From an optimization exercise on the open Yosys and OpenROAD flow, aimed at small area; shortcuts taken in it are not production practice. Function was checked by simulation only, so behaviour that the tests miss may differ from the original. The flow treats the clock pin as an ideal source, which a real chip does not have. Power figures rest on the tool's default switching activity, not on a simulated workload.

==> flow/design.v <==
module psone_debounce(
	input	iCLK,
	input	iRESET,
	input	iKEY,
	output	oKEY_FRONT
);
localparam N = 11;
localparam TAP = (N == 11) ? 8 : 2;	 
localparam [N-1:0] SEED = (N == 11) ? 'h01f : 'h5;
reg key_deb;
reg [1:0]  dff;
reg [1:0]  pressed;
reg [N-1:0] cnt;	 
localparam [N-1:0] CPOL = {(N+1)/2{2'b01}};
wire [N-1:0] cv = cnt ^ CPOL;
wire low_ones = &cv[N-2:0];
wire done     = low_ones & cv[N-1];
always @(posedge iCLK or negedge iRESET) begin
	if (!iRESET) begin
		dff     <= 2'd0;
		pressed <= 2'd0;
		key_deb <= 1'b0;
	end else begin
		dff     <= {dff[0], iKEY};
		pressed <= {pressed[0], key_deb};
		if (done) key_deb <= dff[1];
	end
end
always @(posedge iCLK) begin
	if (dff[0] ^ dff[1]) cnt <= SEED ^ CPOL;
	else cnt <= {cv[N-2:0], ~(cv[N-1] ^ cv[TAP]) | low_ones} ^ CPOL;
end
assign oKEY_FRONT = !pressed[0] & pressed[1];
endmodule
module psone(
	input		iCLK,
	input		iRESET,
	input		iKEY_ST,  
	output	oCS,
	output	oCLK,
	output	oMOSI,
	input		iMISO,
	input		iACK,
	input		iRX,
	output	oTX,
	output	oIND
);
localparam HP = 3500;			 
localparam HB = 2604;			 
localparam HR = HP - HB + 1;	 
function [11:0] hstep(input [11:0] s);
	hstep = {s[10:0], ~(s[11] ^ s[6] ^ s[1])};
endfunction
function [11:0] hpow(input integer n);
	integer i;
	begin
		hpow = 12'd0;
		for (i = 0; i < n; i = i + 1) hpow = hstep(hpow);
	end
endfunction
localparam [11:0] H_END = hpow(HP);	 
localparam [11:0] H_RE  = hpow(HR);	 
function integer pick_sk(input integer hp);
	integer k;
	reg [11:0] a, b, c;
	begin
		a = hpow(hp - 2);
		b = hpow(hp - 1);
		c = hpow(hp);
		pick_sk = -1;
		for (k = 11; k >= 0; k = k - 1)
			if (a[k] & ~b[k] & ~c[k]) pick_sk = k;
	end
endfunction
localparam integer SK = pick_sk(HP);
function [3:0] bstep(input [3:0] s);
	bstep = {s[2:0], s[3] ^ ~(s[2] | s[1])};
endfunction
wire KEY_PR;
reg en;		 
reg M;		 
reg cs;
reg mosi;
reg tx;
reg [11:0] H;		 
localparam [11:0] HPOL = 12'b101010101010;
wire [11:0] hv = H ^ HPOL;
reg [4:0]  E;
reg [3:0]  B;
reg        bit_buf;
reg [71:0] ring;
reg [3:0]  P9;
reg [2:0]  P8;
wire HALF_PER   = (hv == H_END);
wire E25        = E[4] & E[3] & E[0];			 
wire B8         = B[3] & ~B[2] & ~B[0];			 
wire EN_SPI     = en & ~M;
wire LAST       = HALF_PER & E[4] & E[2] & E[1] & B8;	 
wire MATCH      = (P9 == B) & (P8 == E[3:1]);
wire WR         = MATCH & ~M & ~E[0] & (~E[4] | (E[3:1] == 3'd0));
always @(posedge iCLK or negedge iRESET) begin
	if (!iRESET) en <= 1'b0;
	else if (KEY_PR) en <= ~en;
end
always @(posedge iCLK or negedge iRESET) begin
	if (!iRESET) begin
		cs   <= 1'b1;
		mosi <= 1'b0;
	end else begin
		cs   <= ~EN_SPI;
		mosi <= ~cs & ~B[3] & ~B[1] &
		        (B[0] ? ((E == 5'd3) | (E == 5'd4) | (E == 5'd13) | (E == 5'd14))
		              : (~B[2] & (E < 5'd3)));
	end
end
always @(posedge iCLK or negedge iRESET) begin
	if (!iRESET) begin
		M <= 1'b0;
		E <= 5'd0;
	end else if (M ? LAST : cs) begin
		M <= 1'b0;
		E <= 5'd0;
	end else if (E25) begin
		if (~M & B8) begin
			M <= 1'b1;
			E <= 5'd24;
		end else E <= {4'd0, M};
	end else if (HALF_PER | (M & E[4] & (E[3] | (E[2] & E[1] & E[0])))) E <= E + 1'b1;	 
end
always @(posedge iCLK) begin
	if (M ? LAST : cs) B <= 4'd0;
	else if (E25 & (M | ~B8)) B <= bstep(B);
end
always @(posedge iCLK) begin
	if (M ? LAST : ~(EN_SPI & ~HALF_PER)) H <= HPOL;
	else if (M & (HALF_PER | E25)) H <= H_RE ^ HPOL;
	else H <= hstep(hv) ^ HPOL;
end
always @(posedge iCLK or negedge iRESET) begin
	if (!iRESET) tx <= 1'b1;
	else if (M) begin
		if (E25) tx <= 1'b0;
		else if (HALF_PER & ~E[0]) tx <= bit_buf | (E[4] & (E[2] | E[1]));	 
	end else tx <= 1'b1;
end
function [2:0] p8step(input [2:0] s);
	p8step = {s[1:0], s[2] ^ (s[1] | ~s[0])};
endfunction
always @(posedge iCLK or negedge iRESET) begin
	if (!iRESET) begin
		P9 <= 4'd0;
		P8 <= 3'd0;
	end else begin
		P9 <= bstep(P9);
		P8 <= p8step(P8);
	end
end
always @(posedge iCLK) begin
	if (M) begin
		if (MATCH) bit_buf <= ring[0];
	end else if (E[0] & hv[SK]) bit_buf <= iMISO;
	ring <= {WR ? bit_buf : ring[0], ring[71:1]};
end
psone_debounce DEB(
	.iCLK(iCLK),
	.iRESET(iRESET),
	.iKEY(iKEY_ST),
	.oKEY_FRONT(KEY_PR)
);
assign oCS   = cs;
assign oCLK  = ~(E[0] & ~E[4] & ~M);
assign oMOSI = mosi;
assign oTX   = tx;
assign oIND  = en;
endmodule
Settings: LEC_CHECK=0, CAP_MARGIN=0, CORE_MARGIN=2, CORE_UTILIZATION=65, CTS_BUF_LIST=sky130_fd_sc_hd__clkbuf_4, CTS_CLUSTER_DIAMETER=100, CTS_CLUSTER_SIZE=40, PLACE_DENSITY=0.8, SLEW_MARGIN=0; clock period 10.0 ns.
standard.sh (not shown) runs the stock make flow with config.mk's settings and CLKGATE_MAP_FILE= SYNTH_SCRIPT=/design/flow/synth_recipe.tcl, a recipe that flattens the netlist after the stock synthesis.
==> flow/flow/run.sh <==
#!/bin/bash
# The standard layout (standard.sh) with three changes:
#  - synthesis maps the logic with an area-oriented ABC script (flow/abc_area.script)
#    in place of ORFS's speed script; everything else in the synthesis is the
#    standard one (synth_recipe.tcl on ORFS's synth.tcl), so the registers and
#    their names are the standard synthesis's;
#  - clock tree synthesis without dummy loads, from clkbuf_4 buffers;
#  - port buffers are buf_1 cells;
#  - after CTS, clock leaf buffers are downsized where the slew allows (flow/post_cts.tcl).
# Each tool's output goes to a log file here.
set -euo pipefail
W=$(pwd)

# A copy of ORFS's scripts in which the speed ABC script is ours.
rm -rf "$W/orfs_scripts"
cp -r "$FLOW_HOME/scripts" "$W/orfs_scripts"
cp "$W/flow/abc_area.script" "$W/orfs_scripts/abc_speed.script"
{
  echo "set ::env(SCRIPTS_DIR) {$W/orfs_scripts}"
  cat "$W/synth_recipe.tcl"
} > "$W/area_synth.tcl"

export CTS_ARGS="-sink_clustering_enable -repair_clock_nets -dont_use_dummy_load -buf_list sky130_fd_sc_hd__clkbuf_4 -sink_clustering_size 40 -sink_clustering_max_diameter 100"
export BUFFER_PORTS_ARGS="-buffer_cell sky130_fd_sc_hd__buf_1"
export POST_CTS_TCL="$W/flow/post_cts.tcl"

# Synthesis only, with our script; standard.sh then finds it done and goes on.
make -C "$FLOW_HOME" DESIGN_CONFIG="$W/config.mk" WORK_HOME="$W/orfs" CLKGATE_MAP_FILE= \
  SYNTH_SCRIPT="$W/area_synth.tcl" ADDER_MAP_FILE= synth > "$W/synth.log" 2>&1
bash standard.sh > "$W/standard.log" 2>&1
==> flow/flow/abc_area.script <==
strash
&get -n
&st
&dch
&nf -p -R 1000 -C 32
&put
mfs2
strash
&get -n
&st
&dch
&nf -p -R 1000 -C 32
&put
mfs2
strash
&get -n
&st
&dch
&nf -p -R 1000 -C 32
&put
mfs2
strash
&get -n
&st
&dch
&nf -p -R 1000 -C 32
&put
topo
Other scripts of this flow, unchanged in this note and not shown: flow/flow/post_cts.tcl
The baseline passed the timing, design-rule and antenna checks.
Next try:
--- a/flow/flow/abc_area.script
+++ b/flow/flow/abc_area.script
@@ -1,9 +1,2 @@
-strash
-&get -n
-&st
-&dch
-&nf -p -R 1000 -C 32
-&put
-mfs2
 strash
 &get -n
Settings changed: CAP_MARGIN 0 to 20, CORE_UTILIZATION 65 to 80, PLACE_DENSITY 0.8 to 0.9, SLEW_MARGIN 0 to 20.
Worst hold slack barely changes.
Routed wire length rises by 49%.
Sequential power stays flat.
Total power rises by 1.5%.
Setup slack degrades by 170 ps.
Register-to-register slack improves by 160 ps.
Synthesized area rises by 0.38%.
Core utilization rises by 15 points.
Clock power rises by about 4%.
Count of clock-buffer cells in the layout stays the same.
Die area falls by 18%.
Next try:
Settings changed: CORE_UTILIZATION 80 to 65, PLACE_DENSITY 0.9 to 0.8.
=> The changed run went through all stages and came out clean; final cell count climbs by a few percent; routed wire length goes down by a quarter to a third; worst setup slack improves by 200 ps; final area increases slightly; die area went up by about a fifth; power went down slightly; count of clock-buffer cells in the layout is unchanged; fmax rose by a few percent; non-clock buffer count does not change.
Next try:
--- a/flow/flow/abc_area.script
+++ b/flow/flow/abc_area.script
@@ -1,2 +1,9 @@
+strash
+&get -n
+&st
+&dch
+&nf -p -R 1000 -C 32
+&put
+mfs2
 strash
 &get -n
The changed run went through all stages and came out clean.
Die area falls by 0.36%.
Area after synthesis falls by 0.38%.
Setup slack degrades by 27 ps.
Design area falls by 0.60%.
Worst hold slack stays flat.
Routed wire length rises by 3.6%.

---

lane 4:
// psone: RTL as listed in full above, without the edits since
export LEC_CHECK = 0
export CAP_MARGIN = 20
export CORE_MARGIN = 2
export CORE_UTILIZATION = 65
export CTS_BUF_LIST = sky130_fd_sc_hd__clkbuf_4
export CTS_CLUSTER_DIAMETER = 100
export CTS_CLUSTER_SIZE = 40
export PLACE_DENSITY = 0.8
export SLEW_MARGIN = 20
create_clock -name core_clock -period 10.0 [get_ports {iCLK}]
==> flow/flow/abc_area.script <==
strash
&get -n
&st
&dch
&nf -p -R 1000 -C 32
&put
mfs2
strash
&get -n
&st
&dch
&nf -p -R 1000 -C 32
&put
mfs2
strash
&get -n
&st
&dch
&nf -p -R 1000 -C 32
&put
mfs2
strash
&get -n
&st
&dch
&nf -p -R 1000 -C 32
&put
topo
==> flow/flow/post_cts.tcl <==
# After CTS: give each clock leaf buffer (one that drives only register clock
# pins) the smallest clkbuf cell that keeps the clock slew at those pins,
# with placement parasitics, under a target.
set leaf_slew_target 0.110
set sizes {sky130_fd_sc_hd__clkbuf_1 sky130_fd_sc_hd__clkbuf_2}
proc leaf_sink_pins {inst} {
  set pins {}
  set net [[$inst findITerm X] getNet]
  foreach it [$net getITerms] {
    if {[$it getInst] eq $inst} { continue }
    if {[[$it getMTerm] getName] ne "CLK"} { return {} }
    lappend pins "[[$it getInst] getName]/CLK"
  }
  return $pins
}
proc worst_slew {pins} {
  set worst 0
  foreach p $pins {
    set s [get_property [get_pins $p] slew_max]
    if {$s > $worst} { set worst $s }
  }
  return $worst
}
estimate_parasitics -placement
foreach inst [[ord::get_db_block] getInsts] {
  set name [$inst getName]
  if {![string match "clkbuf_*" $name]} { continue }
  set pins [leaf_sink_pins $inst]
  if {[llength $pins] == 0} { continue }
  set orig [[$inst getMaster] getName]
  foreach cell $sizes {
    replace_cell $name $cell
    estimate_parasitics -placement
    if {[worst_slew $pins] <= $leaf_slew_target} {
      puts "post_cts: $name ($orig, [llength $pins] sinks) -> $cell"
      break
    }
    replace_cell $name $orig
    estimate_parasitics -placement
  }
}
Scripts as last shown in full above: flow/flow/run.sh
The following lists how lane 3 was set up differently from lane 4:
- PLACE_DENSITY now 0.7, was 0.8
- CORE_UTILIZATION now 50, was 65
==> flow/flow/abc_area.script <==
strash
&get -n
&st
&dch
&nf -p -R 1000 -C 32
&put
mfs2
strash
&get -n
&st
&dch
&nf -p -R 1000 -C 32
&put
mfs2
strash
&get -n
&st
&dch
&nf -p -R 1000 -C 32
&put
topo
diff --git a/flow/flow/post_cts.tcl b/flow/flow/post_cts.tcl
--- a/flow/flow/post_cts.tcl
+++ b/flow/flow/post_cts.tcl
@@ -3,3 +3,3 @@
 # with placement parasitics, under a target.
-set leaf_slew_target 0.110
+set leaf_slew_target 0.095
 set sizes {sky130_fd_sc_hd__clkbuf_1 sky130_fd_sc_hd__clkbuf_2}
### Flow results
Between lane 4 and lane 3, the difference in achievable frequency is negligible. The lower post-placement cell count of lane 4 and lane 3 is in lane 4. [compare] base=lane 4 new=lane 3: worst path buffer plus inverter count flat; area added between synthesis and finish up 0.69 points. Lane 3 vs. lane 4: routability congestion estimate from global placement went down by 0.040. Looking at non-clock inverter total of the final layout, lane 3 sits 1 above lane 4. Of lane 4 and lane 3, the run reporting the higher worst hold-check slack was lane 4. [compare] base=lane 4 new=lane 3: share of the final layout cell area in multi-input gates saw little to no change, setup slack after layout went up, final design utilization decreased 17 points, number of design-rule violations left by the first detailed-router iteration has decreased.

---

psone, a different RTL version from the one above (not shown whole).
Size in the first run: ~300 cells after synthesis, ~120 flip-flops, roughly 11 I/O pins, about 0.0038 mm² of cells after synthesis.
Settings: LEC_CHECK=0, CAP_MARGIN=20, CORE_MARGIN=2, CORE_UTILIZATION=40, CTS_BUF_LIST=sky130_fd_sc_hd__clkbuf_4, CTS_CLUSTER_DIAMETER=100, CTS_CLUSTER_SIZE=40, SLEW_MARGIN=20; clock period 10.0 ns.
==> flow/flow/run.sh <==
#!/bin/bash
# The standard layout (standard.sh), with two changes:
#  - clock tree synthesis without dummy loads, from clkbuf_4 buffers;
#  - port buffers are buf_1 cells.
set -euo pipefail
export CTS_ARGS="-sink_clustering_enable -repair_clock_nets -dont_use_dummy_load -buf_list sky130_fd_sc_hd__clkbuf_4 -sink_clustering_size 40 -sink_clustering_max_diameter 100"
export BUFFER_PORTS_ARGS="-buffer_cell sky130_fd_sc_hd__buf_1"
bash standard.sh > standard.log 2>&1
Rerun with:
--- a/flow/flow/run.sh
+++ b/flow/flow/run.sh
@@ -2 +2,5 @@
-# The standard layout (standard.sh), with two changes:
+# The standard layout (standard.sh) with three changes:
+#  - synthesis maps the logic with an area-oriented ABC script (flow/abc_area.script)
+#    in place of ORFS's speed script; everything else in the synthesis is the
+#    standard one (synth_recipe.tcl on ORFS's synth.tcl), so the registers and
+#    their names are the standard synthesis's;
@@ -4,0 +9 @@
+# Each tool's output goes to a log file here.
@@ -5,0 +11,11 @@
+W=$(pwd)
+
+# A copy of ORFS's scripts in which the speed ABC script is ours.
+rm -rf "$W/orfs_scripts"
+cp -r "$FLOW_HOME/scripts" "$W/orfs_scripts"
+cp "$W/flow/abc_area.script" "$W/orfs_scripts/abc_speed.script"
+{
+  echo "set ::env(SCRIPTS_DIR) {$W/orfs_scripts}"
+  cat "$W/synth_recipe.tcl"
+} > "$W/area_synth.tcl"
+
@@ -8 +24,5 @@
-bash standard.sh > standard.log 2>&1
+
+# Synthesis only, with our script; standard.sh then finds it done and goes on.
+make -C "$FLOW_HOME" DESIGN_CONFIG="$W/config.mk" WORK_HOME="$W/orfs" CLKGATE_MAP_FILE= \
+  SYNTH_SCRIPT="$W/area_synth.tcl" ADDER_MAP_FILE= synth > "$W/synth.log" 2>&1
+bash standard.sh > "$W/standard.log" 2>&1
==> flow/flow/abc_area.script (new file) <==
strash
&get -n
&st
&dch
&nf -p -R 1000 -C 32
&put
mfs2
strash
&get -n
&st
&dch
&nf -p -R 1000 -C 32
&put
mfs2
strash
&get -n
&st
&dch
&nf -p -R 1000 -C 32
&put
topo
Result: Fmax rises by 6.7%. Power hardly moves. Worst setup slack gains 0.23 ns. Via count falls by 8.8%. Wire length falls by 9.2%. Cell area falls by 5.0%. Core utilization rises by 0.50 points.

---

== north ==
Another version of the RTL of psone (not shown whole).
For scale: ~250 cells after synthesis, ~120 flip-flops, ~11 I/O pins, roughly 3300 sq um of cells after synthesis.
Design psone, start of the top module:
module psone(
	input		iCLK,
	input		iRESET,
	input		iKEY_ST,  
	output	oCS,
	output	oCLK,
	output	oMOSI,
	input		iMISO,
	input		iACK,
	input		iRX,
	output	oTX,
	output	oIND
);
localparam HP = 3500;			 
localparam HB = 2604;			 
localparam HR = HP - HB + 1;	 
function [11:0] hstep(input [11:0] s);
	hstep = {s[10:0], ~(s[11] ^ s[6] ^ s[1])};
endfunction
function [11:0] hpow(input integer n);
	integer i;
	begin
		hpow = 12'd0;
		for (i = 0; i < n; i = i + 1) hpow = hstep(hpow);
	end
endfunction
localparam [11:0] H_END = hpow(HP);	 
localparam [11:0] H_RE  = hpow(HR);	 
function integer pick_sk(input integer hp);
	integer k;
	reg [11:0] a, b, c;
	begin
		a = hpow(hp - 2);
		b = hpow(hp - 1);
		c = hpow(hp);
		pick_sk = -1;
		for (k = 11; k >= 0; k = k - 1)
			if (a[k] & ~b[k] & ~c[k]) pick_sk = k;
	end
endfunction
localparam integer SK = pick_sk(HP);
function [3:0] bstep(input [3:0] s);
	bstep = {s[2:0], s[3] ^ ~(s[2] | s[1])};
endfunction
wire KEY_PR;
reg en;		 
  ...
export LEC_CHECK = 0
export CAP_MARGIN = 20
export CORE_MARGIN = 2
export CORE_UTILIZATION = 65
export CTS_BUF_LIST = sky130_fd_sc_hd__clkbuf_4
export CTS_CLUSTER_DIAMETER = 100
export CTS_CLUSTER_SIZE = 40
export PLACE_DENSITY = 0.8
export SLEW_MARGIN = 20
create_clock -name core_clock -period 10.0 [get_ports {iCLK}]
==> flow/flow/run.sh <==
#!/bin/bash
# The standard layout (standard.sh) with three changes:
#  - synthesis maps the logic with an area-oriented ABC script (flow/abc_area.script)
#    in place of ORFS's speed script; everything else in the synthesis is the
#    standard one (synth_recipe.tcl on ORFS's synth.tcl), so the registers and
#    their names are the standard synthesis's;
#  - clock tree synthesis without dummy loads, from clkbuf_4 buffers;
#  - port buffers are buf_1 cells;
#  - after CTS, clock leaf buffers are downsized where the slew allows (flow/post_cts.tcl).
# Each tool's output goes to a log file here.
set -euo pipefail
W=$(pwd)

# A copy of ORFS's scripts in which the speed ABC script is ours.
rm -rf "$W/orfs_scripts"
cp -r "$FLOW_HOME/scripts" "$W/orfs_scripts"
cp "$W/flow/abc_area.script" "$W/orfs_scripts/abc_speed.script"
{
  echo "set ::env(SCRIPTS_DIR) {$W/orfs_scripts}"
  cat "$W/synth_recipe.tcl"
} > "$W/area_synth.tcl"

export CTS_ARGS="-sink_clustering_enable -repair_clock_nets -dont_use_dummy_load -buf_list sky130_fd_sc_hd__clkbuf_4 -sink_clustering_size 40 -sink_clustering_max_diameter 100"
export BUFFER_PORTS_ARGS="-buffer_cell sky130_fd_sc_hd__buf_1"
export POST_CTS_TCL="$W/flow/post_cts.tcl"

# Synthesis only, with our script; standard.sh then finds it done and goes on.
make -C "$FLOW_HOME" DESIGN_CONFIG="$W/config.mk" WORK_HOME="$W/orfs" CLKGATE_MAP_FILE= \
  SYNTH_SCRIPT="$W/area_synth.tcl" ADDER_MAP_FILE= synth > "$W/synth.log" 2>&1
bash standard.sh > "$W/standard.log" 2>&1
==> flow/flow/post_cts.tcl <==
# After CTS: give each clock leaf buffer the smallest clkbuf cell that keeps
# the clock slew at its register pins (placement parasitics) under a target.
set leaf_slew_target 0.095
set sizes {sky130_fd_sc_hd__clkbuf_1 sky130_fd_sc_hd__clkbuf_2}
proc clk_pin_worst_slew {buf} {
  set worst 0
  set net [get_nets -of_objects [get_pins $buf/X]]
  foreach p [get_pins -of_objects $net] {
    if {[get_property $p direction] ne "input"} { continue }
    set s [get_property $p slew_max]
    if {$s > $worst} { set worst $s }
  }
  return $worst
}
estimate_parasitics -placement
foreach inst [[ord::get_db_block] getInsts] {
  set name [$inst getName]
  if {![string match "clkbuf_*" $name]} { continue }
  set orig [[$inst getMaster] getName]
  # leaves only: all loads are register clock pins
  set net [get_nets -of_objects [get_pins $name/X]]
  set leaf 1
  foreach p [get_pins -of_objects $net] {
    if {[get_property $p direction] eq "input" && [get_property [get_property $p lib_pin] name] ne "CLK"} { set leaf 0 }
  }
  if {!$leaf} { continue }
  foreach cell $sizes {
    replace_cell $name $cell
    estimate_parasitics -placement
    if {[clk_pin_worst_slew $name] <= $leaf_slew_target} {
      puts "post_cts: $name $orig -> $cell"
      break
    }
    replace_cell $name $orig
    estimate_parasitics -placement
  }
}
Other scripts of this flow, unchanged in this note and not shown: flow/flow/abc_area.script
Status(north) = ERROR, stage = 4_1_cts
[inputs] south vs north
diff --git a/flow/flow/run.sh b/flow/flow/run.sh
--- a/flow/flow/run.sh
+++ b/flow/flow/run.sh
@@ -8,2 +8 @@
-#  - port buffers are buf_1 cells;
-#  - after CTS, clock leaf buffers are downsized where the slew allows (flow/post_cts.tcl).
+#  - port buffers are buf_1 cells.
@@ -25 +23,0 @@
-export POST_CTS_TCL="$W/flow/post_cts.tcl"
removed: flow/flow/post_cts.tcl
[summary]
- south went all the way through the flow, and no timing, DRC or antenna check failed.
- From south to north, post-synthesis cell count did not move at all.
- Any difference in die width between north and south is small enough to ignore.
- From south to north, proportion of synthesized flip-flops having asynchronous set or reset did not move at all.
- Re worst-case setup slack after placement: no difference whatsoever between south and north.
- Comparing south with north, the detailed placement HPWL came out essentially unchanged.
- Re initial core utilization: no difference whatsoever between south and north.
- Diff north -> south: number of distinct library cells after synthesis was more or less identical; clock sink count has remained practically unchanged; synthesized netlist net count essentially unchanged; compound-cell area share of the yosys netlist roughly the same.
Modified inputs, east compared to south
diff --git a/flow/flow/run.sh b/flow/flow/run.sh
--- a/flow/flow/run.sh
+++ b/flow/flow/run.sh
@@ -8 +8,2 @@
-#  - port buffers are buf_1 cells.
+#  - port buffers are buf_1 cells;
+#  - after CTS, clock leaf buffers are downsized where the slew allows (flow/post_cts.tcl).
@@ -23,0 +25 @@
+export POST_CTS_TCL="$W/flow/post_cts.tcl"
==> flow/flow/post_cts.tcl (new file) <==
# After CTS: give each clock leaf buffer (one that drives only register clock
# pins) the smallest clkbuf cell that keeps the clock slew at those pins,
# with placement parasitics, under a target.
set leaf_slew_target 0.095
set sizes {sky130_fd_sc_hd__clkbuf_1 sky130_fd_sc_hd__clkbuf_2}
proc leaf_sink_pins {inst} {
  set pins {}
  set net [[$inst findITerm X] getNet]
  foreach it [$net getITerms] {
    if {[$it getInst] eq $inst} { continue }
    if {[[$it getMTerm] getName] ne "CLK"} { return {} }
    lappend pins "[[$it getInst] getName]/CLK"
  }
  return $pins
}
proc worst_slew {pins} {
  set worst 0
  foreach p $pins {
    set s [get_property [get_pins $p] slew_max]
    if {$s > $worst} { set worst $s }
  }
  return $worst
}
estimate_parasitics -placement
foreach inst [[ord::get_db_block] getInsts] {
  set name [$inst getName]
  if {![string match "clkbuf_*" $name]} { continue }
  set pins [leaf_sink_pins $inst]
  if {[llength $pins] == 0} { continue }
  set orig [[$inst getMaster] getName]
  foreach cell $sizes {
    replace_cell $name $cell
    estimate_parasitics -placement
    if {[worst_slew $pins] <= $leaf_slew_target} {
      puts "post_cts: $name ($orig, [llength $pins] sinks) -> $cell"
      break
    }
    replace_cell $name $orig
    estimate_parasitics -placement
  }
}
Diff east..south | top-level port count | unchanged. Looking at switching share of power, east sits 0.19 points above south. Cmp east vs south: clock group power lower in east. Comparing south with east, the portion of the clock cycle consumed by the worst path in the final layout came out essentially unchanged.

separate check: timing with driven ports:
No port has a modelled driver above. Below, the same layouts with a new extraction and two added sets of constraints.
Step 1 assumes that a clkbuf_16 drives the clock port and a buf_2 every other input.
Step 2, shift: input delay + t, output delay - t, t = (earliest + latest rising clock arrival at the registers) / 2. This alone moves slack from input paths to output paths.
Three values: ideal, step 1, step 2; two values: the first two.
| run | t, ns | setup WS [ns] | worst setup path at the end | worst data-port slew with drivers (ns) | cell pins on the clock port's net |
|---|---|---|---|---|---|
| the first run of note 1 | 0.478 | 6.362 / 6.336 / 6.814 | register to output | 0.03 | 1 |
| the second run of note 1 | 0.497 | 6.189 / 6.163 / 6.661 | register to output | 0.03 | 1 |
| the third run of note 1 | 0.470 | 6.389 / 6.363 / 6.833 | register to output | 0.03 | 1 |
| the fourth run of note 1 | 0.479 | 6.362 / 6.335 / 6.814 | register to output | 0.03 | 1 |
| lane 4 | 0.479 | 6.362 / 6.335 / 6.814 | register to output | 0.03 | 1 |
| lane 3 | 0.484 | 6.369 / 6.343 / 6.827 | register to output | 0.03 | 1 |
| the first run of note 3 | 0.496 | 6.303 / 6.276 / 6.772 | register to output | 0.03 | 1 |
| the second run of note 3 | 0.487 | 6.535 / 6.505 / 6.992 | register to output | 0.03 | 1 |
| south | 0.491 | 6.368 / 6.339 / 6.831 | register to output | 0.03 | 1 |
| east | 0.482 | 6.371 / 6.342 / 6.824 | register to output | 0.03 | 1 |
After both steps every run listed still meets setup and hold.
